What follows belongs to an exercise in optimizing a design on an open flow for small area, a short achievable clock period and few clock cycles; a production flow would make more cautious choices.
In this exercise RTL edits were held to simulation tests only and were not proved equivalent to the original.

==> flow/design.v <==
module lfsr(d, n);
input  [8:0] d;
output [8:0] n;
assign n = {d[7:0], d[1] ^ d[2] ^ d[3] ^ d[7]};
endmodule
module beetle_left_antenna(nd1, nd2, q1, q2, ra, rb);
input [17:0] nd1, nd2;    
input q1, q2;
output [32:0] ra, rb;
wire hs0, hk0;
assign {hk0, hs0} = {1'b0, (~nd1[0] & ~nd1[6])} + {1'b0, (~nd1[1] & ~nd1[5])};
wire hs1, hk1;
assign {hk1, hs1} = {1'b0, (~nd1[0] & ~nd1[4])} + {1'b0, (~nd1[1] & ~nd1[3])};
wire s0, k0;
assign {k0, s0} = {1'b0, (~nd1[0] & ~nd1[5])} + {1'b0, (~nd1[1] & ~nd1[4])} + {1'b0, (~nd1[3] & nd1[2])};
wire s1, k1;
assign {k1, s1} = {1'b0, (~nd1[2] & ~nd1[4])} + {1'b0, (~nd1[3] & ~nd1[2])} + {1'b0, hs0};
wire [8:0] Alo = {1'b0, k0, hk1, hs1, (~nd1[0] & ~nd1[3]), (~nd1[0] & ~nd1[2]), (~nd1[1] & nd1[0]), 1'b0, ~nd1[0]} + {1'b0, s1, s0, (~nd1[2] & ~nd1[1]), (~nd1[2] & nd1[1]), (~nd1[1] & ~nd1[0]), 1'b0, 1'b0, 1'b0};
wire hs2, hk2;
assign {hk2, hs2} = {1'b0, (~nd2[0] & ~nd2[6])} + {1'b0, (~nd2[1] & ~nd2[5])};
wire hs3, hk3;
assign {hk3, hs3} = {1'b0, (~nd2[0] & ~nd2[4])} + {1'b0, (~nd2[1] & ~nd2[3])};
wire s2, k2;
assign {k2, s2} = {1'b0, (~nd2[0] & ~nd2[5])} + {1'b0, (~nd2[1] & ~nd2[4])} + {1'b0, (~nd2[3] & nd2[2])};
wire s3, k3;
assign {k3, s3} = {1'b0, (~nd2[2] & ~nd2[4])} + {1'b0, (~nd2[3] & ~nd2[2])} + {1'b0, hs2};
wire [8:0] Blo = {1'b0, k2, hk3, hs3, (~nd2[0] & ~nd2[3]), (~nd2[0] & ~nd2[2]), (~nd2[1] & nd2[0]), 1'b0, ~nd2[0]} + {1'b0, s3, s2, (~nd2[2] & ~nd2[1]), (~nd2[2] & nd2[1]), (~nd2[1] & ~nd2[0]), 1'b0, 1'b0, 1'b0};
wire hs4, hk4;
assign {hk4, hs4} = {1'b0, (~nd1[0] & ~nd1[7])} + {1'b0, (~nd1[1] & ~nd1[6])};
wire hs5, hk5;
assign {hk5, hs5} = {1'b0, (~nd1[0] & ~nd1[12])} + {1'b0, (~nd1[1] & ~nd1[11])};
wire s4, k4;
assign {k4, s4} = {1'b0, (~nd1[0] & ~nd1[13])} + {1'b0, (~nd1[1] & ~nd1[12])} + {1'b0, (~nd1[2] & ~nd1[11])};
wire s5, k5;
assign {k5, s5} = {1'b0, (~nd1[0] & ~nd1[14])} + {1'b0, (~nd1[1] & ~nd1[13])} + {1'b0, (~nd1[2] & ~nd1[12])};
wire s6, k6;
assign {k6, s6} = {1'b0, (~nd1[3] & ~nd1[11])} + {1'b0, (~nd1[4] & ~nd1[10])} + {1'b0, (~nd1[5] & ~nd1[9])};
wire s7, k7;
assign {k7, s7} = {1'b0, (~nd1[0] & ~nd1[15])} + {1'b0, (~nd1[1] & ~nd1[14])} + {1'b0, (~nd1[2] & ~nd1[13])};
wire s8, k8;
assign {k8, s8} = {1'b0, (~nd1[3] & ~nd1[12])} + {1'b0, (~nd1[4] & ~nd1[11])} + {1'b0, (~nd1[5] & ~nd1[10])};
wire hs6, hk6;
assign {hk6, hs6} = {1'b0, (~nd1[6] & ~nd1[9])} + {1'b0, (~nd1[8] & nd1[7])};
wire s9, k9;
assign {k9, s9} = {1'b0, (~nd1[0] & ~nd1[16])} + {1'b0, (~nd1[1] & ~nd1[15])} + {1'b0, (~nd1[2] & ~nd1[14])};
wire s10, k10;
assign {k10, s10} = {1'b0, (~nd1[3] & ~nd1[13])} + {1'b0, (~nd1[4] & ~nd1[12])} + {1'b0, (~nd1[5] & ~nd1[11])};
wire s11, k11;
assign {k11, s11} = {1'b0, (~nd1[6] & ~nd1[10])} + {1'b0, (~nd1[7] & ~nd1[9])} + {1'b0, (~nd1[8] & ~nd1[7])};
wire s12, k12;
assign {k12, s12} = {1'b0, (~nd2[0] & ~nd2[16])} + {1'b0, (~nd2[1] & ~nd2[15])} + {1'b0, (~nd2[2] & ~nd2[14])};
wire s13, k13;
assign {k13, s13} = {1'b0, (~nd1[1] & ~nd1[16])} + {1'b0, (~nd1[2] & ~nd1[15])} + {1'b0, (~nd1[3] & ~nd1[14])};
wire s14, k14;
assign {k14, s14} = {1'b0, (~nd1[4] & ~nd1[13])} + {1'b0, (~nd1[5] & ~nd1[12])} + {1'b0, (~nd1[6] & ~nd1[11])};
wire s15, k15;
assign {k15, s15} = {1'b0, (~nd1[7] & ~nd1[10])} + {1'b0, (~nd1[9] & nd1[8])} + {1'b0, (nd1[17] | nd1[0])};
wire s16, k16;
assign {k16, s16} = {1'b0, (~nd2[1] & ~nd2[16])} + {1'b0, (~nd2[2] & ~nd2[15])} + {1'b0, (~nd2[3] & ~nd2[14])};
wire hs7, hk7;
assign {hk7, hs7} = {1'b0, (~nd2[4] & ~nd2[13])} + {1'b0, (~nd2[5] & ~nd2[12])};
wire s17, k17;
assign {k17, s17} = {1'b0, 1'b1} + {1'b0, (~nd1[2] & ~nd1[16])} + {1'b0, (~nd1[3] & ~nd1[15])};
wire s18, k18;
assign {k18, s18} = {1'b0, (~nd1[4] & ~nd1[14])} + {1'b0, (~nd1[5] & ~nd1[13])} + {1'b0, (~nd1[6] & ~nd1[12])};
wire s19, k19;
assign {k19, s19} = {1'b0, (~nd1[7] & ~nd1[11])} + {1'b0, (~nd1[8] & ~nd1[10])} + {1'b0, (~nd1[9] & ~nd1[8])};
wire s20, k20;
assign {k20, s20} = {1'b0, (nd1[17] | nd1[1])} + {1'b0, (~nd2[2] & ~nd2[16])} + {1'b0, (~nd2[3] & ~nd2[15])};
wire s21, k21;
assign {k21, s21} = {1'b0, (~nd2[4] & ~nd2[14])} + {1'b0, (~nd2[5] & ~nd2[13])} + {1'b0, (~nd2[6] & ~nd2[12])};
wire hs8, hk8;
assign {hk8, hs8} = {1'b0, (~nd2[7] & ~nd2[11])} + {1'b0, (~nd2[8] & ~nd2[10])};
wire s22, k22;
assign {k22, s22} = {1'b0, (~nd1[3] & ~nd1[16])} + {1'b0, (~nd1[4] & ~nd1[15])} + {1'b0, (~nd1[5] & ~nd1[14])};
wire s23, k23;
assign {k23, s23} = {1'b0, (~nd1[6] & ~nd1[13])} + {1'b0, (~nd1[7] & ~nd1[12])} + {1'b0, (~nd1[8] & ~nd1[11])};
wire s24, k24;
assign {k24, s24} = {1'b0, (~nd1[10] & nd1[9])} + {1'b0, (nd1[17] | nd1[2])} + {1'b0, (~nd2[3] & ~nd2[16])};
wire s25, k25;
assign {k25, s25} = {1'b0, (~nd2[4] & ~nd2[15])} + {1'b0, (~nd2[5] & ~nd2[14])} + {1'b0, (~nd2[6] & ~nd2[13])};
wire hs9, hk9;
assign {hk9, hs9} = {1'b0, (~nd2[7] & ~nd2[12])} + {1'b0, (~nd2[8] & ~nd2[11])};
wire s26, k26;
assign {k26, s26} = {1'b0, (~nd1[4] & ~nd1[16])} + {1'b0, (~nd1[5] & ~nd1[15])} + {1'b0, (~nd1[6] & ~nd1[14])};
wire s27, k27;
assign {k27, s27} = {1'b0, (~nd1[7] & ~nd1[13])} + {1'b0, (~nd1[8] & ~nd1[12])} + {1'b0, (~nd1[9] & ~nd1[11])};
wire s28, k28;
assign {k28, s28} = {1'b0, (~nd1[10] & ~nd1[9])} + {1'b0, (nd1[17] | nd1[3])} + {1'b0, (~nd2[4] & ~nd2[16])};
wire s29, k29;
assign {k29, s29} = {1'b0, (~nd2[5] & ~nd2[15])} + {1'b0, (~nd2[6] & ~nd2[14])} + {1'b0, (~nd2[7] & ~nd2[13])};
wire s30, k30;
assign {k30, s30} = {1'b0, (~nd1[5] & ~nd1[16])} + {1'b0, (~nd1[6] & ~nd1[15])} + {1'b0, (~nd1[7] & ~nd1[14])};
wire s31, k31;
assign {k31, s31} = {1'b0, (~nd1[8] & ~nd1[13])} + {1'b0, (~nd1[9] & ~nd1[12])} + {1'b0, (~nd1[11] & nd1[10])};
wire hs10, hk10;
assign {hk10, hs10} = {1'b0, (nd1[17] | nd1[4])} + {1'b0, (~nd2[5] & ~nd2[16])};
wire s32, k32;
assign {k32, s32} = {1'b0, (~nd1[6] & ~nd1[16])} + {1'b0, (~nd1[7] & ~nd1[15])} + {1'b0, (~nd1[8] & ~nd1[14])};
wire s33, k33;
assign {k33, s33} = {1'b0, (~nd1[9] & ~nd1[13])} + {1'b0, (~nd1[10] & ~nd1[12])} + {1'b0, (~nd1[11] & ~nd1[10])};
wire hs11, hk11;
assign {hk11, hs11} = {1'b0, (~nd1[7] & ~nd1[16])} + {1'b0, (~nd1[8] & ~nd1[15])};
wire s34, k34;
assign {k34, s34} = {1'b0, (~nd1[2] & ~nd1[5])} + {1'b0, (~nd1[4] & nd1[3])} + {1'b0, (~nd2[0] & ~nd2[7])};
wire s35, k35;
assign {k35, s35} = {1'b0, (~nd2[1] & ~nd2[6])} + {1'b0, (~nd2[2] & ~nd2[5])} + {1'b0, (~nd2[4] & nd2[3])};
wire s36, k36;
assign {k36, s36} = {1'b0, (~nd1[0] & ~nd1[8])} + {1'b0, (~nd1[1] & ~nd1[7])} + {1'b0, (~nd1[2] & ~nd1[6])};
wire s37, k37;
assign {k37, s37} = {1'b0, (~nd1[3] & ~nd1[5])} + {1'b0, (~nd1[4] & ~nd1[3])} + {1'b0, (~nd2[0] & ~nd2[8])};
wire s38, k38;
assign {k38, s38} = {1'b0, (~nd1[0] & ~nd1[9])} + {1'b0, (~nd1[1] & ~nd1[8])} + {1'b0, (~nd1[2] & ~nd1[7])};
wire hs12, hk12;
assign {hk12, hs12} = {1'b0, (~nd1[3] & ~nd1[6])} + {1'b0, (~nd1[5] & nd1[4])};
wire s39, k39;
assign {k39, s39} = {1'b0, (~nd1[0] & ~nd1[10])} + {1'b0, (~nd1[1] & ~nd1[9])} + {1'b0, (~nd1[2] & ~nd1[8])};
wire s40, k40;
assign {k40, s40} = {1'b0, (~nd1[3] & ~nd1[7])} + {1'b0, (~nd1[4] & ~nd1[6])} + {1'b0, (~nd1[5] & ~nd1[4])};
wire hs13, hk13;
assign {hk13, hs13} = {1'b0, (~nd2[0] & ~nd2[10])} + {1'b0, (~nd2[1] & ~nd2[9])};
wire s41, k41;
assign {k41, s41} = {1'b0, (~nd1[0] & ~nd1[11])} + {1'b0, (~nd1[1] & ~nd1[10])} + {1'b0, (~nd1[2] & ~nd1[9])};
wire s42, k42;
assign {k42, s42} = {1'b0, (~nd1[3] & ~nd1[8])} + {1'b0, (~nd1[4] & ~nd1[7])} + {1'b0, (~nd1[6] & nd1[5])};
wire s43, k43;
assign {k43, s43} = {1'b0, (~nd2[0] & ~nd2[11])} + {1'b0, (~nd2[1] & ~nd2[10])} + {1'b0, (~nd2[2] & ~nd2[9])};
wire s44, k44;
assign {k44, s44} = {1'b0, (~nd1[2] & ~nd1[10])} + {1'b0, (~nd1[3] & ~nd1[9])} + {1'b0, (~nd1[4] & ~nd1[8])};
wire s45, k45;
assign {k45, s45} = {1'b0, (~nd1[5] & ~nd1[7])} + {1'b0, (~nd1[6] & ~nd1[5])} + {1'b0, (~nd2[0] & ~nd2[12])};
wire s46, k46;
assign {k46, s46} = {1'b0, (~nd2[1] & ~nd2[11])} + {1'b0, (~nd2[2] & ~nd2[10])} + {1'b0, (~nd2[3] & ~nd2[9])};
wire hs14, hk14;
assign {hk14, hs14} = {1'b0, (~nd2[4] & ~nd2[8])} + {1'b0, (~nd2[5] & ~nd2[7])};
wire s47, k47;
assign {k47, s47} = {1'b0, (~nd1[3] & ~nd1[10])} + {1'b0, (~nd1[4] & ~nd1[9])} + {1'b0, (~nd1[5] & ~nd1[8])};
wire s48, k48;
assign {k48, s48} = {1'b0, (~nd1[7] & nd1[6])} + {1'b0, (~nd2[0] & ~nd2[13])} + {1'b0, (~nd2[1] & ~nd2[12])};
wire s49, k49;
assign {k49, s49} = {1'b0, (~nd2[2] & ~nd2[11])} + {1'b0, (~nd2[3] & ~nd2[10])} + {1'b0, (~nd2[4] & ~nd2[9])};
wire s50, k50;
assign {k50, s50} = {1'b0, (~nd2[5] & ~nd2[8])} + {1'b0, (~nd2[7] & nd2[6])} + {1'b0, hk5};
wire s51, k51;
assign {k51, s51} = {1'b0, (~nd1[6] & ~nd1[8])} + {1'b0, (~nd1[7] & ~nd1[6])} + {1'b0, (~nd2[0] & ~nd2[14])};
wire s52, k52;
assign {k52, s52} = {1'b0, (~nd2[1] & ~nd2[13])} + {1'b0, (~nd2[2] & ~nd2[12])} + {1'b0, (~nd2[3] & ~nd2[11])};
wire s53, k53;
assign {k53, s53} = {1'b0, (~nd2[4] & ~nd2[10])} + {1'b0, (~nd2[5] & ~nd2[9])} + {1'b0, (~nd2[6] & ~nd2[8])};
wire s54, k54;
assign {k54, s54} = {1'b0, (~nd2[7] & ~nd2[6])} + {1'b0, k4} + {1'b0, s5};
wire s55, k55;
assign {k55, s55} = {1'b0, (~nd2[0] & ~nd2[15])} + {1'b0, (~nd2[1] & ~nd2[14])} + {1'b0, (~nd2[2] & ~nd2[13])};
wire s56, k56;
assign {k56, s56} = {1'b0, (~nd2[3] & ~nd2[12])} + {1'b0, (~nd2[4] & ~nd2[11])} + {1'b0, (~nd2[5] & ~nd2[10])};
wire s57, k57;
assign {k57, s57} = {1'b0, (~nd2[6] & ~nd2[9])} + {1'b0, (~nd2[8] & nd2[7])} + {1'b0, k5};
wire s58, k58;
assign {k58, s58} = {1'b0, k6} + {1'b0, s7} + {1'b0, s8};
wire s59, k59;
assign {k59, s59} = {1'b0, (~nd2[3] & ~nd2[13])} + {1'b0, (~nd2[4] & ~nd2[12])} + {1'b0, (~nd2[5] & ~nd2[11])};
wire s60, k60;
assign {k60, s60} = {1'b0, (~nd2[6] & ~nd2[10])} + {1'b0, (~nd2[7] & ~nd2[9])} + {1'b0, (~nd2[8] & ~nd2[7])};
wire s61, k61;
assign {k61, s61} = {1'b0, k7} + {1'b0, k8} + {1'b0, hk6};
wire s62, k62;
assign {k62, s62} = {1'b0, s9} + {1'b0, s10} + {1'b0, s11};
wire s63, k63;
assign {k63, s63} = {1'b0, (~nd2[6] & ~nd2[11])} + {1'b0, (~nd2[7] & ~nd2[10])} + {1'b0, (~nd2[9] & nd2[8])};
wire s64, k64;
assign {k64, s64} = {1'b0, (nd2[17] | nd2[0])} + {1'b0, k9} + {1'b0, k10};
wire s65, k65;
assign {k65, s65} = {1'b0, k11} + {1'b0, k12} + {1'b0, s13};
wire s66, k66;
assign {k66, s66} = {1'b0, s14} + {1'b0, s15} + {1'b0, s16};
wire s67, k67;
assign {k67, s67} = {1'b0, (~nd2[9] & ~nd2[8])} + {1'b0, (nd2[17] | nd2[1])} + {1'b0, k13};
wire s68, k68;
assign {k68, s68} = {1'b0, k14} + {1'b0, k15} + {1'b0, k16};
wire s69, k69;
assign {k69, s69} = {1'b0, hk7} + {1'b0, s17} + {1'b0, s18};
wire s70, k70;
assign {k70, s70} = {1'b0, s19} + {1'b0, s20} + {1'b0, s21};
wire s71, k71;
assign {k71, s71} = {1'b0, (~nd2[10] & nd2[9])} + {1'b0, (nd2[17] | nd2[2])} + {1'b0, k17};
wire s72, k72;
assign {k72, s72} = {1'b0, k18} + {1'b0, k19} + {1'b0, k20};
wire s73, k73;
assign {k73, s73} = {1'b0, k21} + {1'b0, hk8} + {1'b0, s22};
wire s74, k74;
assign {k74, s74} = {1'b0, s23} + {1'b0, s24} + {1'b0, s25};
wire s75, k75;
assign {k75, s75} = {1'b0, (~nd2[8] & ~nd2[12])} + {1'b0, (~nd2[9] & ~nd2[11])} + {1'b0, (~nd2[10] & ~nd2[9])};
wire s76, k76;
assign {k76, s76} = {1'b0, (nd2[17] | nd2[3])} + {1'b0, k22} + {1'b0, k23};
wire s77, k77;
assign {k77, s77} = {1'b0, k24} + {1'b0, k25} + {1'b0, hk9};
wire s78, k78;
assign {k78, s78} = {1'b0, s26} + {1'b0, s27} + {1'b0, s28};
wire s79, k79;
assign {k79, s79} = {1'b0, (~nd2[6] & ~nd2[15])} + {1'b0, (~nd2[7] & ~nd2[14])} + {1'b0, (~nd2[8] & ~nd2[13])};
wire s80, k80;
assign {k80, s80} = {1'b0, (~nd2[9] & ~nd2[12])} + {1'b0, (~nd2[11] & nd2[10])} + {1'b0, (nd2[17] | nd2[4])};
wire s81, k81;
assign {k81, s81} = {1'b0, k26} + {1'b0, k27} + {1'b0, k28};
wire s82, k82;
assign {k82, s82} = {1'b0, k29} + {1'b0, s30} + {1'b0, s31};
wire s83, k83;
assign {k83, s83} = {1'b0, (nd1[17] | nd1[5])} + {1'b0, (~nd2[6] & ~nd2[16])} + {1'b0, (~nd2[7] & ~nd2[15])};
wire s84, k84;
assign {k84, s84} = {1'b0, (~nd2[8] & ~nd2[14])} + {1'b0, (~nd2[9] & ~nd2[13])} + {1'b0, (~nd2[10] & ~nd2[12])};
wire s85, k85;
assign {k85, s85} = {1'b0, (~nd2[11] & ~nd2[10])} + {1'b0, (nd2[17] | nd2[5])} + {1'b0, k30};
wire s86, k86;
assign {k86, s86} = {1'b0, k31} + {1'b0, hk10} + {1'b0, s32};
wire s87, k87;
assign {k87, s87} = {1'b0, (~nd1[9] & ~nd1[14])} + {1'b0, (~nd1[10] & ~nd1[13])} + {1'b0, (~nd1[12] & nd1[11])};
wire s88, k88;
assign {k88, s88} = {1'b0, (nd1[17] | nd1[6])} + {1'b0, (~nd2[7] & ~nd2[16])} + {1'b0, (~nd2[8] & ~nd2[15])};
wire s89, k89;
assign {k89, s89} = {1'b0, (~nd2[9] & ~nd2[14])} + {1'b0, (~nd2[10] & ~nd2[13])} + {1'b0, (~nd2[12] & nd2[11])};
wire s90, k90;
assign {k90, s90} = {1'b0, (nd2[17] | nd2[6])} + {1'b0, k32} + {1'b0, k33};
wire s91, k91;
assign {k91, s91} = {1'b0, (~nd1[8] & ~nd1[16])} + {1'b0, (~nd1[9] & ~nd1[15])} + {1'b0, (~nd1[10] & ~nd1[14])};
wire s92, k92;
assign {k92, s92} = {1'b0, (~nd1[11] & ~nd1[13])} + {1'b0, (~nd1[12] & ~nd1[11])} + {1'b0, (nd1[17] | nd1[7])};
wire s93, k93;
assign {k93, s93} = {1'b0, (~nd2[8] & ~nd2[16])} + {1'b0, (~nd2[9] & ~nd2[15])} + {1'b0, (~nd2[10] & ~nd2[14])};
wire s94, k94;
assign {k94, s94} = {1'b0, (~nd2[11] & ~nd2[13])} + {1'b0, (~nd2[12] & ~nd2[11])} + {1'b0, (nd2[17] | nd2[7])};
wire s95, k95;
assign {k95, s95} = {1'b0, (~nd1[9] & ~nd1[16])} + {1'b0, (~nd1[10] & ~nd1[15])} + {1'b0, (~nd1[11] & ~nd1[14])};
wire s96, k96;
assign {k96, s96} = {1'b0, (~nd1[13] & nd1[12])} + {1'b0, (nd1[17] | nd1[8])} + {1'b0, (~nd2[9] & ~nd2[16])};
wire hs15, hk15;
assign {hk15, hs15} = {1'b0, (~nd2[10] & ~nd2[15])} + {1'b0, (~nd2[11] & ~nd2[14])};
wire s97, k97;
assign {k97, s97} = {1'b0, (~nd1[10] & ~nd1[16])} + {1'b0, (~nd1[11] & ~nd1[15])} + {1'b0, (~nd1[12] & ~nd1[14])};
wire s98, k98;
assign {k98, s98} = {1'b0, (~nd1[13] & ~nd1[12])} + {1'b0, (nd1[17] | nd1[9])} + {1'b0, (~nd2[10] & ~nd2[16])};
wire hs16, hk16;
assign {hk16, hs16} = {1'b0, (~nd1[11] & ~nd1[16])} + {1'b0, (~nd1[12] & ~nd1[15])};
wire s99, k99;
assign {k99, s99} = {1'b0, hk0} + {1'b0, hk2} + {1'b0, s34};
wire hs17, hk17;
assign {hk17, hs17} = {1'b0, s35} + {1'b0, hs4};
wire s100, k100;
assign {k100, s100} = {1'b0, (~nd2[1] & ~nd2[7])} + {1'b0, (~nd2[2] & ~nd2[6])} + {1'b0, (~nd2[3] & ~nd2[5])};
wire s101, k101;
assign {k101, s101} = {1'b0, (~nd2[4] & ~nd2[3])} + {1'b0, k34} + {1'b0, k35};
wire hs18, hk18;
assign {hk18, hs18} = {1'b0, hk4} + {1'b0, s36};
wire s102, k102;
assign {k102, s102} = {1'b0, (~nd2[0] & ~nd2[9])} + {1'b0, (~nd2[1] & ~nd2[8])} + {1'b0, (~nd2[2] & ~nd2[7])};
wire s103, k103;
assign {k103, s103} = {1'b0, (~nd2[3] & ~nd2[6])} + {1'b0, (~nd2[5] & nd2[4])} + {1'b0, k36};
wire s104, k104;
assign {k104, s104} = {1'b0, k37} + {1'b0, s38} + {1'b0, hs12};
wire s105, k105;
assign {k105, s105} = {1'b0, (~nd2[2] & ~nd2[8])} + {1'b0, (~nd2[3] & ~nd2[7])} + {1'b0, (~nd2[4] & ~nd2[6])};
wire s106, k106;
assign {k106, s106} = {1'b0, (~nd2[5] & ~nd2[4])} + {1'b0, k38} + {1'b0, hk12};
wire s107, k107;
assign {k107, s107} = {1'b0, s39} + {1'b0, s40} + {1'b0, hs13};
wire s108, k108;
assign {k108, s108} = {1'b0, (~nd2[3] & ~nd2[8])} + {1'b0, (~nd2[4] & ~nd2[7])} + {1'b0, (~nd2[6] & nd2[5])};
wire s109, k109;
assign {k109, s109} = {1'b0, k39} + {1'b0, k40} + {1'b0, hk13};
wire s110, k110;
assign {k110, s110} = {1'b0, s41} + {1'b0, s42} + {1'b0, s43};
wire s111, k111;
assign {k111, s111} = {1'b0, (~nd2[6] & ~nd2[5])} + {1'b0, k41} + {1'b0, k42};
wire s112, k112;
assign {k112, s112} = {1'b0, k43} + {1'b0, s44} + {1'b0, s45};
wire s113, k113;
assign {k113, s113} = {1'b0, s46} + {1'b0, hs14} + {1'b0, hs5};
wire s114, k114;
assign {k114, s114} = {1'b0, k44} + {1'b0, k45} + {1'b0, k46};
wire s115, k115;
assign {k115, s115} = {1'b0, hk14} + {1'b0, s47} + {1'b0, s48};
wire s116, k116;
assign {k116, s116} = {1'b0, s49} + {1'b0, s4} + {1'b0, s50};
wire s117, k117;
assign {k117, s117} = {1'b0, k47} + {1'b0, k48} + {1'b0, k49};
wire s118, k118;
assign {k118, s118} = {1'b0, s51} + {1'b0, s52} + {1'b0, s53};
wire s119, k119;
assign {k119, s119} = {1'b0, s6} + {1'b0, k50} + {1'b0, s54};
wire s120, k120;
assign {k120, s120} = {1'b0, k51} + {1'b0, k52} + {1'b0, k53};
wire s121, k121;
assign {k121, s121} = {1'b0, s55} + {1'b0, s56} + {1'b0, hs6};
wire s122, k122;
assign {k122, s122} = {1'b0, k54} + {1'b0, s57} + {1'b0, s58};
wire s123, k123;
assign {k123, s123} = {1'b0, k55} + {1'b0, k56} + {1'b0, s59};
wire s124, k124;
assign {k124, s124} = {1'b0, s60} + {1'b0, s12} + {1'b0, k57};
wire s125, k125;
assign {k125, s125} = {1'b0, k58} + {1'b0, s61} + {1'b0, s62};
wire s126, k126;
assign {k126, s126} = {1'b0, k59} + {1'b0, k60} + {1'b0, s63};
wire s127, k127;
assign {k127, s127} = {1'b0, hs7} + {1'b0, k61} + {1'b0, k62};
wire s128, k128;
assign {k128, s128} = {1'b0, s64} + {1'b0, s65} + {1'b0, s66};
wire s129, k129;
assign {k129, s129} = {1'b0, k63} + {1'b0, hs8} + {1'b0, k64};
wire s130, k130;
assign {k130, s130} = {1'b0, k65} + {1'b0, k66} + {1'b0, s67};
wire s131, k131;
assign {k131, s131} = {1'b0, s68} + {1'b0, s69} + {1'b0, s70};
wire s132, k132;
assign {k132, s132} = {1'b0, hs9} + {1'b0, k67} + {1'b0, k68};
wire s133, k133;
assign {k133, s133} = {1'b0, k69} + {1'b0, k70} + {1'b0, s71};
wire s134, k134;
assign {k134, s134} = {1'b0, s72} + {1'b0, s73} + {1'b0, s74};
wire s135, k135;
assign {k135, s135} = {1'b0, s75} + {1'b0, s29} + {1'b0, k71};
wire s136, k136;
assign {k136, s136} = {1'b0, k72} + {1'b0, k73} + {1'b0, k74};
wire s137, k137;
assign {k137, s137} = {1'b0, s76} + {1'b0, s77} + {1'b0, s78};
wire s138, k138;
assign {k138, s138} = {1'b0, k75} + {1'b0, s79} + {1'b0, s80};
wire s139, k139;
assign {k139, s139} = {1'b0, hs10} + {1'b0, k76} + {1'b0, k77};
wire s140, k140;
assign {k140, s140} = {1'b0, k78} + {1'b0, s81} + {1'b0, s82};
wire s141, k141;
assign {k141, s141} = {1'b0, k79} + {1'b0, k80} + {1'b0, s83};
wire s142, k142;
assign {k142, s142} = {1'b0, s84} + {1'b0, s33} + {1'b0, k81};
wire s143, k143;
assign {k143, s143} = {1'b0, k82} + {1'b0, s85} + {1'b0, s86};
wire s144, k144;
assign {k144, s144} = {1'b0, k83} + {1'b0, k84} + {1'b0, s87};
wire s145, k145;
assign {k145, s145} = {1'b0, s88} + {1'b0, s89} + {1'b0, hs11};
wire s146, k146;
assign {k146, s146} = {1'b0, k85} + {1'b0, k86} + {1'b0, s90};
wire s147, k147;
assign {k147, s147} = {1'b0, k87} + {1'b0, k88} + {1'b0, k89};
wire s148, k148;
assign {k148, s148} = {1'b0, hk11} + {1'b0, s91} + {1'b0, s92};
wire s149, k149;
assign {k149, s149} = {1'b0, s93} + {1'b0, s94} + {1'b0, k90};
wire s150, k150;
assign {k150, s150} = {1'b0, (~nd2[13] & nd2[12])} + {1'b0, (nd2[17] | nd2[8])} + {1'b0, k91};
wire s151, k151;
assign {k151, s151} = {1'b0, k92} + {1'b0, k93} + {1'b0, k94};
wire s152, k152;
assign {k152, s152} = {1'b0, s95} + {1'b0, s96} + {1'b0, hs15};
wire s153, k153;
assign {k153, s153} = {1'b0, (~nd2[11] & ~nd2[15])} + {1'b0, (~nd2[12] & ~nd2[14])} + {1'b0, (~nd2[13] & ~nd2[12])};
wire s154, k154;
assign {k154, s154} = {1'b0, (nd2[17] | nd2[9])} + {1'b0, k95} + {1'b0, k96};
wire s155, k155;
assign {k155, s155} = {1'b0, hk15} + {1'b0, s97} + {1'b0, s98};
wire s156, k156;
assign {k156, s156} = {1'b0, (~nd1[14] & nd1[13])} + {1'b0, (nd1[17] | nd1[10])} + {1'b0, (~nd2[11] & ~nd2[16])};
wire s157, k157;
assign {k157, s157} = {1'b0, (~nd2[12] & ~nd2[15])} + {1'b0, (~nd2[14] & nd2[13])} + {1'b0, (nd2[17] | nd2[10])};
wire s158, k158;
assign {k158, s158} = {1'b0, k97} + {1'b0, k98} + {1'b0, hs16};
wire s159, k159;
assign {k159, s159} = {1'b0, (~nd1[12] & ~nd1[16])} + {1'b0, (~nd1[13] & ~nd1[15])} + {1'b0, (~nd1[14] & ~nd1[13])};
wire s160, k160;
assign {k160, s160} = {1'b0, (nd1[17] | nd1[11])} + {1'b0, (~nd2[12] & ~nd2[16])} + {1'b0, (~nd2[13] & ~nd2[15])};
wire s161, k161;
assign {k161, s161} = {1'b0, (~nd2[14] & ~nd2[13])} + {1'b0, (nd2[17] | nd2[11])} + {1'b0, hk16};
wire s162, k162;
assign {k162, s162} = {1'b0, (~nd1[13] & ~nd1[16])} + {1'b0, (~nd1[15] & nd1[14])} + {1'b0, (nd1[17] | nd1[12])};
wire hs19, hk19;
assign {hk19, hs19} = {1'b0, (~nd2[13] & ~nd2[16])} + {1'b0, (~nd2[15] & nd2[14])};
wire s163, k163;
assign {k163, s163} = {1'b0, (~nd1[14] & ~nd1[16])} + {1'b0, (~nd1[15] & ~nd1[14])} + {1'b0, (nd1[17] | nd1[13])};
wire s164, k164;
assign {k164, s164} = {1'b0, k1} + {1'b0, k3} + {1'b0, s99};
wire s165, k165;
assign {k165, s165} = {1'b0, s100} + {1'b0, s37} + {1'b0, k99};
wire hs20, hk20;
assign {hk20, hs20} = {1'b0, hk17} + {1'b0, s101};
wire s166, k166;
assign {k166, s166} = {1'b0, k100} + {1'b0, s102} + {1'b0, k101};
wire s167, k167;
assign {k167, s167} = {1'b0, hk18} + {1'b0, s103} + {1'b0, s104};
wire s168, k168;
assign {k168, s168} = {1'b0, k102} + {1'b0, s105} + {1'b0, k103};
wire s169, k169;
assign {k169, s169} = {1'b0, k104} + {1'b0, s106} + {1'b0, s107};
wire s170, k170;
assign {k170, s170} = {1'b0, k105} + {1'b0, s108} + {1'b0, k106};
wire s171, k171;
assign {k171, s171} = {1'b0, k107} + {1'b0, s109} + {1'b0, s110};
wire s172, k172;
assign {k172, s172} = {1'b0, k108} + {1'b0, k109} + {1'b0, k110};
wire s173, k173;
assign {k173, s173} = {1'b0, s111} + {1'b0, s112} + {1'b0, s113};
wire s174, k174;
assign {k174, s174} = {1'b0, k111} + {1'b0, k112} + {1'b0, k113};
wire s175, k175;
assign {k175, s175} = {1'b0, s114} + {1'b0, s115} + {1'b0, s116};
wire s176, k176;
assign {k176, s176} = {1'b0, k114} + {1'b0, k115} + {1'b0, s117};
wire s177, k177;
assign {k177, s177} = {1'b0, s118} + {1'b0, k116} + {1'b0, s119};
wire s178, k178;
assign {k178, s178} = {1'b0, k117} + {1'b0, k118} + {1'b0, s120};
wire s179, k179;
assign {k179, s179} = {1'b0, s121} + {1'b0, k119} + {1'b0, s122};
wire s180, k180;
assign {k180, s180} = {1'b0, k120} + {1'b0, k121} + {1'b0, s123};
wire s181, k181;
assign {k181, s181} = {1'b0, s124} + {1'b0, k122} + {1'b0, s125};
wire s182, k182;
assign {k182, s182} = {1'b0, k123} + {1'b0, s126} + {1'b0, k124};
wire s183, k183;
assign {k183, s183} = {1'b0, s127} + {1'b0, k125} + {1'b0, s128};
wire s184, k184;
assign {k184, s184} = {1'b0, k126} + {1'b0, k127} + {1'b0, s129};
wire s185, k185;
assign {k185, s185} = {1'b0, s130} + {1'b0, k128} + {1'b0, s131};
wire s186, k186;
assign {k186, s186} = {1'b0, k129} + {1'b0, k130} + {1'b0, s132};
wire s187, k187;
assign {k187, s187} = {1'b0, s133} + {1'b0, k131} + {1'b0, s134};
wire s188, k188;
assign {k188, s188} = {1'b0, k132} + {1'b0, k133} + {1'b0, s135};
wire s189, k189;
assign {k189, s189} = {1'b0, s136} + {1'b0, k134} + {1'b0, s137};
wire s190, k190;
assign {k190, s190} = {1'b0, s138} + {1'b0, k135} + {1'b0, k136};
wire s191, k191;
assign {k191, s191} = {1'b0, s139} + {1'b0, k137} + {1'b0, s140};
wire s192, k192;
assign {k192, s192} = {1'b0, k138} + {1'b0, s141} + {1'b0, k139};
wire s193, k193;
assign {k193, s193} = {1'b0, s142} + {1'b0, k140} + {1'b0, s143};
wire s194, k194;
assign {k194, s194} = {1'b0, k141} + {1'b0, s144} + {1'b0, s145};
wire s195, k195;
assign {k195, s195} = {1'b0, k142} + {1'b0, s146} + {1'b0, k143};
wire s196, k196;
assign {k196, s196} = {1'b0, k144} + {1'b0, k145} + {1'b0, s147};
wire s197, k197;
assign {k197, s197} = {1'b0, s148} + {1'b0, k146} + {1'b0, s149};
wire s198, k198;
assign {k198, s198} = {1'b0, k147} + {1'b0, k148} + {1'b0, s150};
wire s199, k199;
assign {k199, s199} = {1'b0, s151} + {1'b0, s152} + {1'b0, k149};
wire s200, k200;
assign {k200, s200} = {1'b0, s153} + {1'b0, k150} + {1'b0, k151};
wire s201, k201;
assign {k201, s201} = {1'b0, k152} + {1'b0, s154} + {1'b0, s155};
wire s202, k202;
assign {k202, s202} = {1'b0, k153} + {1'b0, s156} + {1'b0, s157};
wire s203, k203;
assign {k203, s203} = {1'b0, k154} + {1'b0, k155} + {1'b0, s158};
wire s204, k204;
assign {k204, s204} = {1'b0, k156} + {1'b0, k157} + {1'b0, s159};
wire s205, k205;
assign {k205, s205} = {1'b0, s160} + {1'b0, k158} + {1'b0, s161};
wire s206, k206;
assign {k206, s206} = {1'b0, (nd2[17] | nd2[12])} + {1'b0, k159} + {1'b0, k160};
wire s207, k207;
assign {k207, s207} = {1'b0, s162} + {1'b0, hs19} + {1'b0, k161};
wire s208, k208;
assign {k208, s208} = {1'b0, (~nd2[14] & ~nd2[16])} + {1'b0, (~nd2[15] & ~nd2[14])} + {1'b0, (nd2[17] | nd2[13])};
wire s209, k209;
assign {k209, s209} = {1'b0, k162} + {1'b0, hk19} + {1'b0, s163};
wire s210, k210;
assign {k210, s210} = {1'b0, (~nd1[16] & nd1[15])} + {1'b0, (nd1[17] | nd1[14])} + {1'b0, (~nd2[16] & nd2[15])};
wire hs21, hk21;
assign {hk21, hs21} = {1'b0, (nd2[17] | nd2[14])} + {1'b0, k163};
wire s211, k211;
assign {k211, s211} = {1'b0, (~nd1[16] & ~nd1[15])} + {1'b0, (nd1[17] | nd1[15])} + {1'b0, (~nd2[16] & ~nd2[15])};
wire s212, k212;
assign {k212, s212} = {1'b0, (nd2[17] | nd2[15])} + {1'b0, (q1 & ~nd1[0])} + {1'b0, (q2 & ~nd2[0])};
wire s213, k213;
assign {k213, s213} = {1'b0, ~nd1[17]} + {1'b0, ~nd2[17]} + {1'b0, (nd1[17] | nd1[16])};
wire s214, k214;
assign {k214, s214} = {1'b0, (nd2[17] | nd2[16])} + {1'b0, (q1 & ~nd1[1])} + {1'b0, (q2 & ~nd2[1])};
wire hs22, hk22;
assign {hk22, hs22} = {1'b0, hs17} + {1'b0, s164};
wire s215, k215;
assign {k215, s215} = {1'b0, hs18} + {1'b0, s165} + {1'b0, hs20};
wire s216, k216;
assign {k216, s216} = {1'b0, k165} + {1'b0, hk20} + {1'b0, s166};
wire s217, k217;
assign {k217, s217} = {1'b0, k166} + {1'b0, s168} + {1'b0, k167};
wire s218, k218;
assign {k218, s218} = {1'b0, k168} + {1'b0, s170} + {1'b0, k169};
wire s219, k219;
assign {k219, s219} = {1'b0, k170} + {1'b0, s172} + {1'b0, k171};
wire s220, k220;
assign {k220, s220} = {1'b0, k172} + {1'b0, s174} + {1'b0, k173};
wire s221, k221;
assign {k221, s221} = {1'b0, k174} + {1'b0, s176} + {1'b0, k175};
wire s222, k222;
assign {k222, s222} = {1'b0, k176} + {1'b0, s178} + {1'b0, k177};
wire s223, k223;
assign {k223, s223} = {1'b0, k178} + {1'b0, s180} + {1'b0, k179};
wire s224, k224;
assign {k224, s224} = {1'b0, k180} + {1'b0, s182} + {1'b0, k181};
wire s225, k225;
assign {k225, s225} = {1'b0, k182} + {1'b0, s184} + {1'b0, k183};
wire s226, k226;
assign {k226, s226} = {1'b0, k184} + {1'b0, s186} + {1'b0, k185};
wire s227, k227;
assign {k227, s227} = {1'b0, k186} + {1'b0, s188} + {1'b0, k187};
wire s228, k228;
assign {k228, s228} = {1'b0, k188} + {1'b0, s190} + {1'b0, k189};
wire s229, k229;
assign {k229, s229} = {1'b0, k190} + {1'b0, s192} + {1'b0, k191};
wire s230, k230;
assign {k230, s230} = {1'b0, s194} + {1'b0, k192} + {1'b0, k193};
wire s231, k231;
assign {k231, s231} = {1'b0, s196} + {1'b0, k194} + {1'b0, k195};
wire s232, k232;
assign {k232, s232} = {1'b0, k196} + {1'b0, s198} + {1'b0, s199};
wire s233, k233;
assign {k233, s233} = {1'b0, k198} + {1'b0, s200} + {1'b0, s201};
wire s234, k234;
assign {k234, s234} = {1'b0, s202} + {1'b0, k200} + {1'b0, k201};
wire s235, k235;
assign {k235, s235} = {1'b0, k202} + {1'b0, s204} + {1'b0, s205};
wire s236, k236;
assign {k236, s236} = {1'b0, k204} + {1'b0, s206} + {1'b0, k205};
wire s237, k237;
assign {k237, s237} = {1'b0, s208} + {1'b0, k206} + {1'b0, s209};
wire s238, k238;
assign {k238, s238} = {1'b0, k208} + {1'b0, s210} + {1'b0, k209};
wire s239, k239;
assign {k239, s239} = {1'b0, k210} + {1'b0, s211} + {1'b0, s212};
wire s240, k240;
assign {k240, s240} = {1'b0, k211} + {1'b0, s213} + {1'b0, k212};
wire s241, k241;
assign {k241, s241} = {1'b0, (q1 & ~nd1[2])} + {1'b0, (q2 & ~nd2[2])} + {1'b0, k213};
wire hs23, hk23;
assign {hk23, hs23} = {1'b0, 1'b1} + {1'b0, (q1 & ~nd1[3])};
wire hs24, hk24;
assign {hk24, hs24} = {1'b0, 1'b1} + {1'b0, (q1 & ~nd1[4])};
wire hs25, hk25;
assign {hk25, hs25} = {1'b0, 1'b1} + {1'b0, (q1 & ~nd1[5])};
wire hs26, hk26;
assign {hk26, hs26} = {1'b0, 1'b1} + {1'b0, (q1 & ~nd1[6])};
wire hs27, hk27;
assign {hk27, hs27} = {1'b0, Alo[8]} + {1'b0, Blo[8]};
wire s242, k242;
assign {k242, s242} = {1'b0, k164} + {1'b0, hk22} + {1'b0, s215};
wire s243, k243;
assign {k243, s243} = {1'b0, s167} + {1'b0, k215} + {1'b0, s216};
wire s244, k244;
assign {k244, s244} = {1'b0, s169} + {1'b0, k216} + {1'b0, s217};
wire s245, k245;
assign {k245, s245} = {1'b0, s171} + {1'b0, k217} + {1'b0, s218};
wire s246, k246;
assign {k246, s246} = {1'b0, s173} + {1'b0, k218} + {1'b0, s219};
wire s247, k247;
assign {k247, s247} = {1'b0, k219} + {1'b0, s175} + {1'b0, s220};
wire s248, k248;
assign {k248, s248} = {1'b0, k220} + {1'b0, s177} + {1'b0, s221};
wire s249, k249;
assign {k249, s249} = {1'b0, s179} + {1'b0, k221} + {1'b0, s222};
wire s250, k250;
assign {k250, s250} = {1'b0, s181} + {1'b0, k222} + {1'b0, s223};
wire s251, k251;
assign {k251, s251} = {1'b0, s183} + {1'b0, k223} + {1'b0, s224};
wire s252, k252;
assign {k252, s252} = {1'b0, s185} + {1'b0, k224} + {1'b0, s225};
wire s253, k253;
assign {k253, s253} = {1'b0, s187} + {1'b0, k225} + {1'b0, s226};
wire s254, k254;
assign {k254, s254} = {1'b0, s189} + {1'b0, k226} + {1'b0, s227};
wire s255, k255;
assign {k255, s255} = {1'b0, s191} + {1'b0, k227} + {1'b0, s228};
wire s256, k256;
assign {k256, s256} = {1'b0, s193} + {1'b0, k228} + {1'b0, s229};
wire s257, k257;
assign {k257, s257} = {1'b0, s195} + {1'b0, k229} + {1'b0, s230};
wire s258, k258;
assign {k258, s258} = {1'b0, s197} + {1'b0, k230} + {1'b0, s231};
wire s259, k259;
assign {k259, s259} = {1'b0, k197} + {1'b0, k231} + {1'b0, s232};
wire s260, k260;
assign {k260, s260} = {1'b0, k199} + {1'b0, s233} + {1'b0, k232};
wire s261, k261;
assign {k261, s261} = {1'b0, s203} + {1'b0, k233} + {1'b0, s234};
wire s262, k262;
assign {k262, s262} = {1'b0, k203} + {1'b0, k234} + {1'b0, s235};
wire s263, k263;
assign {k263, s263} = {1'b0, s207} + {1'b0, s236} + {1'b0, k235};
wire s264, k264;
assign {k264, s264} = {1'b0, k207} + {1'b0, s237} + {1'b0, k236};
wire s265, k265;
assign {k265, s265} = {1'b0, hs21} + {1'b0, s238} + {1'b0, k237};
wire s266, k266;
assign {k266, s266} = {1'b0, hk21} + {1'b0, s239} + {1'b0, k238};
wire s267, k267;
assign {k267, s267} = {1'b0, s214} + {1'b0, k239} + {1'b0, s240};
wire s268, k268;
assign {k268, s268} = {1'b0, k214} + {1'b0, s241} + {1'b0, k240};
wire s269, k269;
assign {k269, s269} = {1'b0, (q2 & ~nd2[3])} + {1'b0, hs23} + {1'b0, k241};
wire s270, k270;
assign {k270, s270} = {1'b0, (q2 & ~nd2[4])} + {1'b0, hk23} + {1'b0, hs24};
wire s271, k271;
assign {k271, s271} = {1'b0, (q2 & ~nd2[5])} + {1'b0, hk24} + {1'b0, hs25};
wire s272, k272;
assign {k272, s272} = {1'b0, (q2 & ~nd2[6])} + {1'b0, hk25} + {1'b0, hs26};
wire hs28, hk28;
assign {hk28, hs28} = {1'b0, 1'b1} + {1'b0, hk26};
assign ra = {k272, k271, k270, k269, k268, k267, k266, k265, k264, k263, k262, k261, k260, k259, k258, k257, k256, k255, k254, k253, k252, k251, k250, k249, k248, k247, k246, k245, k244, k243, k242, hk27, hs27};
assign rb = {hs28, s272, s271, s270, s269, s268, s267, s266, s265, s264, s263, s262, s261, s260, s259, s258, s257, s256, s255, s254, s253, s252, s251, s250, s249, s248, s247, s246, s245, s244, s243, s242, hs22};
endmodule
module beetle_compare(al, bl, ar, br, gt);
input [32:0] al, bl, ar, br;
output gt;
wire [31:0] a = {~al[31], al[30:0]};
wire [31:0] b = bl[31:0];
wire [31:0] c = ~{~ar[31], ar[30:0]};
wire [31:0] e = ~br[31:0];
wire [32:0] tl = {1'b0, a} + {1'b0, b};
wire [32:0] tr = {1'b0, ~c} + {1'b0, br[31:0]};
wire [31:0] x1 = a ^ b;
wire [31:0] x2 = c ^ e;
wire [31:0] x = x1 ^ x2;
wire [31:0] co;
wire [31:0] ci = {co[30:0], 1'b1};
genvar i;
generate for (i = 0; i < 32; i = i + 1) begin : cmp4
  assign co[i] = x1[i] ? c[i] : a[i];
end endgenerate
wire [31:0] xs = x ^ ci;
wire [31:0] xk = {x[30:0] & ci[30:0] | ~x[30:0] & e[30:0], 1'b0};
wire k31 = x[31] ? ci[31] : e[31];
wire [32:0] ts = {1'b0, xs} + {1'b0, xk};
assign gt = ~(ts[32] ^ k31 ^ co[31] ^ tl[32] ^ tr[32]);
endmodule
module beetle_right_antenna(dir, sense, s3, step);
input  [8:0]  dir;
input  [12:0] sense;
input  [14:0] s3;
output [13:0] step;
wire [15:0] s1 = {3'b000, sense};
wire [15:0] s2 = {2'b00, sense, 1'b0};
wire [15:0] t3 = {1'b0, s3};
wire [15:0] s4 = {1'b0, sense, 2'b00};
wire [3:0] g0 = {dir[2:0], 1'b0};
wire [3:0] g1 = dir[5:2];
wire [3:0] g2 = dir[8:5];
wire [15:0] r0, r1, r2;
wire n0, n1, n2;
beetle_booth_row b0(g0, s1, s2, t3, s4, r0, n0);
beetle_booth_row b1(g1, s1, s2, t3, s4, r1, n1);
beetle_booth_row b2(g2, s1, s2, t3, s4, r2, n2);
wire [21:0] p = {{6{n0}}, r0} + {{3{n1}}, r1, 3'd0} + {r2, 6'd0}
              + {15'd0, n2, 2'b00, n1, 2'b00, n0};
assign step = p[21:8];
endmodule
module beetle_booth_row(g, s1, s2, s3, s4, r, n);
input  [3:0]  g;
input  [15:0] s1, s2, s3, s4;
output [15:0] r;
output n;
wire [2:0] a = g[3] ? ~g[2:0] : g[2:0];
wire m1 = ~a[2] & (a[1] ^ a[0]);
wire m2 = ~a[2] & a[1] & a[0] | a[2] & ~a[1] & ~a[0];
wire m3 = a[2] & (a[1] ^ a[0]);
wire m4 = a[2] & a[1] & a[0];
wire [15:0] mag = {16{m1}} & s1 | {16{m2}} & s2 | {16{m3}} & s3 | {16{m4}} & s4;
assign r = g[3] ? ~mag : mag;
assign n = g[3];
endmodule
module beetle_position(mx, my, nx, ny, d1, d2, q1, q2);
parameter NB = 0;
input  [15:0] mx, my;
input  signed [13:0] nx, ny;
output [17:0] d1, d2;
output q1, q2;
wire [15:0] fx = {{2{nx[13]}}, nx};
wire [15:0] fy = {{2{ny[13]}}, ny};
wire [15:0] ax = NB ? mx - fx : mx + fx;
wire [15:0] ay = NB ? my - fy : my + fy;
assign d1 = 18'd1791 - {2'b00, ax} - {ay[15], ay, 1'b0};
assign d2 = 18'd1279 - {ax[15], ax, 1'b0} - {2'b00, ay};
assign q1 = ay[15];
assign q2 = ax[15];
endmodule
module bas(clock,reset,load, seed_x,seed_y,iterations,x,y,x_extreme,y_extreme,out_value,done );
    input clock,reset,load;
    input [8:0] seed_x,seed_y;
    input [8:0] iterations;
    input [15:0] x,y;
    output signed [15:0] x_extreme,y_extreme;
    output signed [39:0] out_value;
    output reg done;
    reg [15:0] x_curr, y_curr;           
    reg signed [13:0] step_x, step_y;    
    reg signed [13:0] step_nx, step_ny;  
    reg [17:0] dl1, dl2, dr1, dr2;       
    reg ql1, ql2, qr1, qr2;              
    reg [32:0] value_curr;               
    reg [8:0] dir_x, dir_y;              
    reg [12:0] sense;                    
    reg [9:0] remain;
    reg run;
    reg first;                           
    reg [15:0] x_best, y_best;
    reg [32:0] value_best;
    reg value_init;                      
    wire [32:0] al, bl, ar, br;
    beetle_left_antenna ol(dl1, dl2, ql1, ql2, al, bl);
    beetle_left_antenna or_(dr1, dr2, qr1, qr2, ar, br);
    wire go_right;
    beetle_compare cmp(al, bl, ar, br, go_right);
    wire [32:0] odour_l = al + bl;
    wire [32:0] odour_r = ar + br;
    wire [15:0] x_l = x_curr + {{2{step_x[13]}}, step_x};
    wire [15:0] y_l = y_curr + {{2{step_y[13]}}, step_y};
    wire [15:0] x_r = x_curr - {{2{step_x[13]}}, step_x};
    wire [15:0] y_r = y_curr - {{2{step_y[13]}}, step_y};
    wire [17:0] ell1, ell2, elr1, elr2, erl1, erl2, err1, err2;
    wire qll1, qll2, qlr1, qlr2, qrl1, qrl2, qrr1, qrr2;
    beetle_position #(0) pll(x_l, y_l, step_nx, step_ny, ell1, ell2, qll1, qll2);
    beetle_position #(1) plr(x_l, y_l, step_nx, step_ny, elr1, elr2, qlr1, qlr2);
    beetle_position #(0) prl(x_r, y_r, step_nx, step_ny, erl1, erl2, qrl1, qrl2);
    beetle_position #(1) prr(x_r, y_r, step_nx, step_ny, err1, err2, qrr1, qrr2);
    wire signed [13:0] mul_x, mul_y;
    wire [14:0] sense3 = {2'b00, sense} + {1'b0, sense, 1'b0};
    wire [8:0] dir_x_n, dir_y_n;
    lfsr lx(dir_x, dir_x_n);
    lfsr ly(dir_y, dir_y_n);
    beetle_right_antenna mulx(dir_x, sense, sense3, mul_x);
    beetle_right_antenna muly(dir_y, sense, sense3, mul_y);
    assign x_extreme = x_best;
    assign y_extreme = y_best;
    assign out_value = {4'b0, {3{value_init}}, value_best};
    always @(posedge clock) begin
        if (reset) begin
            x_curr <= x;
            y_curr <= y;
            dl1 <= 18'd0;
            dl2 <= 18'd0;
            dr1 <= 18'd0;
            dr2 <= 18'd0;
            ql1 <= 1'b0;
            ql2 <= 1'b0;
            qr1 <= 1'b0;
            qr2 <= 1'b0;
            step_x <= 14'd0;
            step_y <= 14'd0;
            step_nx <= 14'd0;
            step_ny <= 14'd0;
            dir_x <= 9'd0;
            dir_y <= 9'd0;
        end else begin
            if (go_right) begin
                x_curr <= x_r;
                y_curr <= y_r;
                dl1 <= erl1;
                dl2 <= erl2;
                dr1 <= err1;
                dr2 <= err2;
                ql1 <= qrl1;
                ql2 <= qrl2;
                qr1 <= qrr1;
                qr2 <= qrr2;
            end else begin
                x_curr <= x_l;
                y_curr <= y_l;
                dl1 <= ell1;
                dl2 <= ell2;
                dr1 <= elr1;
                dr2 <= elr2;
                ql1 <= qll1;
                ql2 <= qll2;
                qr1 <= qlr1;
                qr2 <= qlr2;
            end
            step_x <= step_nx;
            step_y <= step_ny;
            step_nx <= mul_x;
            step_ny <= mul_y;
            if (load) begin
                dir_x <= seed_x;
                dir_y <= seed_y;
            end else begin
                dir_x <= dir_x_n;
                dir_y <= dir_y_n;
            end
        end
        value_curr <= go_right ? odour_r : odour_l;
        if (reset | load)
            sense <= 13'd6400;
        else
            sense <= sense - {8'd0, sense[12:8]} - {12'd0, sense[7:0] != 8'd0};
        if (reset) begin
            run <= 1'b0;
            done <= 1'b0;
            first <= 1'b0;
            x_best <= 16'd0;
            y_best <= 16'd0;
            value_best <= {33{1'b1}};
            value_init <= 1'b1;
        end else if (load) begin
            remain <= {1'b0, iterations} + 10'd1;
            first <= 1'b1;
            run <= iterations != 9'd0;
            done <= iterations == 9'd0;
        end else if (run) begin
            remain <= remain - 10'd1;
            first <= 1'b0;
            if (remain == 10'd0) begin
                run <= 1'b0;
                done <= 1'b1;
            end
            if (!first && value_curr < value_best) begin
                x_best <= x_curr;
                y_best <= y_curr;
                value_best <= value_curr;
                value_init <= 1'b0;
            end
        end
    end
endmodule
==> flow/flow/run.sh <==
#!/bin/bash
# The standard layout: floorplan with the default timing repair, then the rest
# with timing repair aiming for 20 ns of setup slack at the design's clock
# period (over-fixing, as SETUP_SLACK_MARGIN does) on the worst 10% of
# endpoints, and buf_2 cells as the port buffers.
set -euo pipefail
bash standard.sh "BUFFER_PORTS_ARGS=-buffer_cell sky130_fd_sc_hd__buf_2" floorplan > orfs_make_floorplan.log 2>&1
bash standard.sh SETUP_SLACK_MARGIN=20 TNS_END_PERCENT=10 "BUFFER_PORTS_ARGS=-buffer_cell sky130_fd_sc_hd__buf_2" finish > orfs_make.log 2>&1
==> flow/standard.sh <==
#!/bin/bash
# synth_recipe.tcl (not shown) runs the flow's synth.tcl, then flattens the netlist and writes it again
# the make line also repeats each setting of config.mk as NAME=value (left out here)
make -C /OpenROAD-flow-scripts/flow DESIGN_CONFIG=/design/flow/config.mk WORK_HOME=/design/flow/orfs CLKGATE_MAP_FILE= SYNTH_SCRIPT=/design/flow/synth_recipe.tcl "${@:-finish}"
==> flow/config.mk <==
export PLATFORM = sky130hd
export DESIGN_NAME = bas
export DESIGN_NICKNAME = bas
export VERILOG_FILES = /design/flow/design.v
export SDC_FILE = /design/flow/constraint.sdc
export NUM_CORES = 8
export LEC_CHECK = 0
export ABC_AREA = 1
export CAP_MARGIN = 20
export CORE_MARGIN = 2
export CORE_UTILIZATION = 55
export SLEW_MARGIN = 20
==> flow/constraint.sdc <==
create_clock -name core_clock -period 27.0 [get_ports {clock}]
set_input_delay 5.4000 -clock core_clock [delete_from_list [all_inputs] [get_ports {clock}]]
set_output_delay 5.4000 -clock core_clock [all_outputs]
set_load 0.01 [all_outputs]
==> impl_table.tex, run 1 <==
\begin{tabular}{lr}
\hline
Metric & Value \\
\hline
\multicolumn{2}{l}{\textbf{Clocking}} \\
Cts bufs inserted & 40 \\
Clock insertion delay at the later pin of the skew report & $\sim$640 ps \\
Clock edge transition at the registers on the reported setup and hold paths & 60 ps \\
CTS tree & yes \\
Depth of the CTS H-tree & 2 \\
CTS Buffer Depth & 3 \\
CTS hold repair buffers & 0 \\
Root buf cell & clkbuf\_16 \\
Number of sinks driven by the clock tree & around 310 \\
\multicolumn{2}{l}{\textbf{Placement}} \\
HPWL after DPL & 163000 um \\
Number of placed instances, taps included & 8999 \\
Port bufs & 130 \\
Final estimated routing congestion in global placement & roughly 1.0 \\
Total placed instance area & roughly 57000 um2 \\
\multicolumn{2}{l}{\textbf{Finish}} \\
Layout overhead on the synthesized area & 12.7\% \\
Most common library cell in the layout ignoring fill and taps & nand2\_1 \\
Antenna Cells & 0 \\
Final standard cell utilization of the core & 0.627 \\
Number of non-filler instances in the completed layout & just over 9000 \\
Most frequent cells in the layout & nand2\_1, inv\_1, nor2\_1 \\
Total number of nets in the final design & 9265 \\
Share of cells above drive strength 1 & 0.109 \\
Summed area of non-filler cells in the final layout & 63000 um2 \\
\multicolumn{2}{l}{\textbf{STA}} \\
Final worst-path cycle share & 0.259 \\
Setup Viol. Count Final & 0 \\
Worst Skew & 41.9 ps \\
Worst max-slew margin expressed relative to the limit & 0.297 \\
Final worst hold slack & 474 ps \\
TNS Setup & 0 ps \\
Total count of hold-check failures in the final report & 0 \\
Unrepaired setup endpoints after global routing & true \\
Min Clock Period, post-route & 6990 ps \\
Count of final max-slew check failures & 0 \\
Worst Tran Pin Value & 1050 ps \\
Maximum achievable frequency & about 140 MHz \\
\multicolumn{2}{l}{\textbf{Global routing}} \\
Initial antenna violation count & 2 \\
Number of global-route vias before repair & 51978 \\
Pin count of the biggest net entering global routing & 89 \\
First-pass GRT wire length & 311000 um \\
Global-route usage over all layers & 0.394 \\
Overflow left after global routing & 0 \\
\multicolumn{2}{l}{\textbf{Die}} \\
Core Area & $\sim$100000 um2 \\
Boundary pin count & 135 \\
Total die area & between 100000 and 150000 um2 \\
Height of the die & 323 um \\
Cell Rows & 116 \\
Die W & 323 um \\
Initial core utilization & 0.556 \\
\multicolumn{2}{l}{\textbf{Setup path}} \\
Gate family responsible for the most delay along the worst path & buffers and inverters \\
Critical Path End Type & register \\
Number of stages on the worst setup path & 8 \\
Setup CP Type & in -> reg \\
Crit path max fanout & 88 \\
Critical path startpoint category & input port \\
Critical path's largest stage delay & 530 ps \\
Critical path buffers and inverters & 4 \\
Length in cells of the worst reg-to-reg path & 35 \\
Critical path's slowest cell & buf\_6 \\
Most frequent cell on the critical path & buf\_6 \\
CP Data Required Time & 27540 ps \\
Crit path arrival time & 7530 ps \\
Cells traversed along the worst timing path & clkbuf\_4 > nor2\_1 > nand2\_1 > buf\_6 > clkinv\_2 > buf\_6 > a21oi\_1 > o21ai\_0 \\
\multicolumn{2}{l}{\textbf{Logic synthesis}} \\
Count of cell types in the netlist & 67 \\
Yosys top cell area share & 0.204 \\
Count of flip-flops with a built-in enable after synthesis & 10 \\
Post-synthesis async set-or-reset flop share & 0 \\
Total standard cell area after synthesis & 55800 um2 \\
Cells taking the most area after synthesis & fa\_1, ha\_1, dfxtp\_1 \\
Post-synthesis average cell area & 7.19 um2 \\
Sequential-to-total area share from yosys stat & 0.112 \\
Number of flip-flops and latches in the synthesized netlist & between 300 and 400 \\
Synth Flop Type & dfxtp\_1 \\
Cell taking the most area after synthesis & fa\_1 \\
Post-Syn Instances & 7766 \\
Number of synthesis warnings & 1 \\
\multicolumn{2}{l}{\textbf{Outcome}} \\
Outcome & complete, no violations \\
\multicolumn{2}{l}{\textbf{Route}} \\
Residual DRC & 0 \\
Iteration-0 DRC Markers & 5415 \\
Total vias in the final route & 54032 \\
Count of TritonRoute iterations in the first routing pass & 8 \\
Detailed-route vias per instance & 5.79 \\
Number of antenna-violating nets in the routed design & 0 \\
DRT Wirelength & about 210000 um \\
Detail-routed net length per standard cell & 22.6 um \\
\multicolumn{2}{l}{\textbf{Worst hold path}} \\
Hold Crit Depth & 2 \\
Worst hold path class & reg -> reg \\
\multicolumn{2}{l}{\textbf{Run}} \\
Max-capacitance violation count & 0 \\
\hline
\end{tabular}
## worst min-delay path: cells and delay by family, from the launching register on
family,cells,cell delay (ps)
DFF,1,320
and+or+nand+nor,2,120
## state kept, by name, indices dropped and copies added, names as in the netlist, 18 cells and up
name        cells
value_curr     33
dr2            18
dl1            18
dl2            18
dr1            18
value_best     33
## through the flow
stage | worst slack (ps)
final | 20010
after global placement | 17990
after CTS | 19700
after detailed placement | 18000
after floorplan | 19950
after global routing | 19830
## per-layer routing
metal,wire [um],share of wire,track usage
met2,92600,0.44,0.624
met5,13,0.000062,0
met1,83800,0.40,0.499
met3,19100,0.091,0.0747
met4,15600,0.074,0.241
## cell type report
| cell class | count | area, um2 |
|---|---|---|
| multi-input cells | 5856 | 44700 |
| flip-flops and latches | 307 | 6440 |
| well taps | 1357 | 1700 |
| fillers | 9359 | 37500 |
| clock inverters | 19 | 280 |
| clock buffers | 54 | 1150 |
| repair buffers | 423 | 3570 |
| inverters | 1315 | 5160 |
## Yosys cell counts (all sizes together) (11+ instances only)
cell type  number
xor2          415
o21bai         59
a21oi         601
dfxtp         297
nor3           69
o21ai         441
nand3         273
buf            74
o211ai         18
o2111ai        11
o22ai          61
inv          1301
o31ai          15
clkbuf        226
a21o           38
fa            569
ha            691
nand2        1251
a221oi         18
a221o          12
a31oi          37
nor4           18
clkinv         14
nor2          952
nand4          43
o221ai         14
xnor2         120
o21a           13
a21boi         23
or2            22
## worst paths after layout
kind,from,endpoint,slack [ps]
setup / recovery,load,value_best[2],20010
hold / removal,y_best[6],y_best[6],470
setup reg to reg,dr1[9],dl2[8],20090
hold reg to reg,y_best[6],y_best[6],470
## cell families (layout without fill, tap and decap cells)
| logic type | count (synthesis) | after routing | share of synthesized area |
|---|---|---|---|
| and+or+nand+nor | 2646 | 2655 | 0.190 |
| buffers and inverters | 1615 | 1811 | 0.112 |
| AOI/OAI and AO/OA | 1395 | 1395 | 0.142 |
| adders and majority gates | 1260 | 1260 | 0.359 |
| xor gates and xnor gates | 535 | 535 | 0.0840 |
| DFF | 307 | 307 | 0.112 |
| muxes | 7 | 7 | 0.00148 |
| other | 1 | 4 | 0.0000671 |
## what timing repair did
| item | in CTS | in global routing |
|---|---|---|
| gates resized for setup | 299 | 197 |
| buffers inserted | 140 | 97 |
| pin swaps | 25 | 97 |
| setup endpoints to repair | 201 | 223 |
| cloned | 12 | 10 |
Testbench counts, summed over its fixed seeds: cycles 49,368.
==> inputs of run 2 (changes only) <==
--- a/flow/config.mk
+++ b/flow/config.mk
@@ -8,5 +8,5 @@
 export ABC_AREA = 1
 export CAP_MARGIN = 20
 export CORE_MARGIN = 2
-export CORE_UTILIZATION = 55
+export CORE_UTILIZATION = 45
 export SLEW_MARGIN = 20
==> run 2 against run 1 <==
Net effect: routed wire length up 1.5%; clock skew is 5.9 ps lower; flip-flop and latch count did not move; critical path depth fell by 7; first-iteration DRC count fell by 10%; area after synthesis unchanged; worst hold slack about the same; synthesized cell count unchanged; die area increased by 22%; setup slack got worse by 37 ps; sequential share of layout area hardly changed.
==> impl_table.tex, run 2 <==
\begin{tabular}{lr}
\hline
Metric & Value \\
\hline
\multicolumn{2}{l}{\textbf{Die}} \\
Cell Rows & 129 \\
Total die area & 127000 um2 \\
Initial core utilization & 0.452 \\
Height of the die & 356 um \\
Core Area & between 100000 and 150000 um2 \\
\multicolumn{2}{l}{\textbf{Logic synthesis}} \\
Number of synthesis warnings & 1 \\
Sequential-to-total area share from yosys stat & 0.112 \\
Top-count cell post-synth & inv\_1 \\
Number of flip-flops and latches in the synthesized netlist & 307 \\
Post-synthesis average cell area & 7.19 um2 \\
Post-Syn Instances & 7766 \\
Yosys top cell area share & 0.204 \\
Synth Flop Type & dfxtp\_1 \\
Count of cell types in the netlist & 67 \\
Cells taking the most area after synthesis & fa\_1, ha\_1, dfxtp\_1 \\
Total standard cell area after synthesis & $\sim$56000 um2 \\
Cell types with the highest counts after synthesis & inv\_1, nand2\_1, nor2\_1 \\
\multicolumn{2}{l}{\textbf{Finish}} \\
Most common library cell in the layout ignoring fill and taps & nand2\_1 \\
Layout overhead on the synthesized area & 13.4\% \\
Total number of nets in the final design & 9264 \\
Top Registers & value\_best x33, value\_curr x33 \\
Most frequent cells in the layout & nand2\_1, inv\_1, nor2\_1 \\
Number of non-filler instances in the completed layout & 9609 \\
\multicolumn{2}{l}{\textbf{STA}} \\
Min Clock Period, post-route & 7030 ps \\
Maximum achievable frequency & 142 MHz \\
TNS Setup & 0 ps \\
Total count of hold-check failures in the final report & 0 \\
Worst Tran Pin Value & 1250 ps \\
Worst max-slew margin expressed relative to the limit & 0.162 \\
Final worst-path cycle share & 0.260 \\
Count of final max-slew check failures & 0 \\
Setup Viol. Count Final & 0 \\
\multicolumn{2}{l}{\textbf{Placement}} \\
Number of placed instances, taps included & 9269 \\
Final estimated routing congestion in global placement & 1.01 \\
Port bufs & 130 \\
HPWL after DPL & 170000 um \\
\multicolumn{2}{l}{\textbf{Route}} \\
Iteration-0 DRC Markers & 4874 \\
Total vias in the final route & 53092 \\
Residual DRC & 0 \\
Detail-routed net length per standard cell & roughly 22 um \\
Detailed-route vias per instance & around 5.5 \\
DRT Wirelength & 214000 um \\
Count of TritonRoute iterations in the first routing pass & 7 \\
Number of antenna-violating nets in the routed design & 0 \\
\multicolumn{2}{l}{\textbf{Global routing}} \\
Initial antenna violation count & 0 \\
Global-route usage over all layers & 0.330 \\
Pin count of the biggest net entering global routing & 83 \\
Number of global-route vias before repair & 51873 \\
\multicolumn{2}{l}{\textbf{Run}} \\
Max-capacitance violation count & 0 \\
\multicolumn{2}{l}{\textbf{Setup path}} \\
Critical path's slowest cell & dfxtp\_1 \\
Critical path buffers and inverters & 1 \\
Cells traversed along the worst timing path & buf\_2 \\
Critical path's largest stage delay & 720 ps \\
Crit path max fanout & 2 \\
Critical path startpoint category & register \\
CP Data Required Time & 21600 ps \\
Gate family responsible for the most delay along the worst path & flip-flops \\
Critical Path End Type & output pin \\
\multicolumn{2}{l}{\textbf{Clocking}} \\
CTS Buffer Depth & 3 \\
CTS tree & yes \\
Clock edge transition at the registers on the reported setup and hold paths & 60 ps \\
Root buf cell & clkbuf\_16 \\
Cts bufs inserted & 39 \\
Clock insertion delay at the later pin of the skew report & approximately 650 ps \\
Depth of the CTS H-tree & 2 \\
Number of sinks driven by the clock tree & between 300 and 400 \\
\multicolumn{2}{l}{\textbf{Outcome}} \\
Outcome & complete, no violations \\
\multicolumn{2}{l}{\textbf{Worst hold path}} \\
Worst hold path class & reg -> reg \\
\hline
\end{tabular}
## run 2: cell counts after synthesis
No cell type changed its count.
## run 2: cell type report
type                       count  area, um2
sequential                   307       6470
clock buffer                  46       1070
clock inverter                24        337
timing repair buffer         421       3410
multi-input combinational   5856      44800
timing repair inverter         2       32.5
antenna                        1       2.50
inverter                    1315       5170
tap                         1637       2050
fill                       12392      60200
## run 2: metrics by stage
stage	hold slack (ps)	util	area, um2	setup slack [ps]
after floorplan	444	-	55900	19950
after global placement	457	0.466	57500	17630
after detailed placement	462	0.466	57500	17620
after CTS	476	0.496	61200	19750
after global routing	496	0.513	63300	19870
final	474	0.513	63300	19970
## run 2: cells by family (layout without fill, tap and decap cells)
kind of cell    count (synthesis)  in the layout  synth area share
compound gates               1395           1395             0.142
fa+ha+maj                    1260           1260             0.359
flops                         307            307             0.112
simple gates                 2646           2655             0.190
other cells                     1              5         0.0000671
xor+xnor                      535            535            0.0840
mux                             7              7           0.00148
buf+inv                      1615           1808             0.112
## run 2: what timing repair did
action	in CTS	in global routing
buffers inserted	116	132
pin swaps	34	135
endpoints found under the setup margin	220	193
resized for setup	327	225
hold buffers	0	0
cloned	15	6
## run 2: path summary, 6_finish.rpt
| path | from | endpoint | slack [ps] | depth (start not counted) |
|---|---|---|---|---|
| setup / recovery | value_best[22] | out_value[22] | 19970 | 1 |
| hold / removal | value_curr[1] | value_best[1] | 470 | 2 |
| setup reg to reg | dl1[10] | dl1[7] | 20020 | 31 |
| hold reg to reg | value_curr[1] | value_best[1] | 470 | 2 |
## run 2: per-layer routing
layer,part of all wire,vias up,GRT usage
met4,0.056,0,0.154
met1,0.42,25371,0.429
met2,0.46,2240,0.543
met5,0,-,0
met3,0.071,449,0.0439
li1,-,25032,-

-- port drivers added, routing unchanged --
In the flow no input, the clock included, has a driving cell. The finished layouts below were timed again as built, in two steps. Step 1: set_driving_cell puts a clkbuf_16 on clock and a buf_2 on each other input, an assumption about the parent block. Step 2 also shifts input and output timing later by t, the mid clock arrival at the registers, as if the neighbouring blocks saw the same clock. Slacks: ideal / step 1 / step 2; pairs: ideal / step 1.
run | t, ns | setup WS [ns] | worst hold slack (ns) | latest minus earliest clock arrival (ns) | slew at the worst register clock pin (ns)
run 1 | 0.707 | 20.012 / 20.073 / 19.366 | 0.474 / 0.474 / 0.474 | 0.042 / 0.042 | 0.08 / 0.08
run 2 | 0.717 | 19.975 / 19.893 / 19.426 | 0.474 / 0.474 / 0.474 | 0.036 / 0.036 | 0.08 / 0.08
After both steps every run listed still meets setup and hold. For run 1, which loses most, drivers alone change the setup slack by +0.061 ns; drivers and shift together by -0.646 ns.
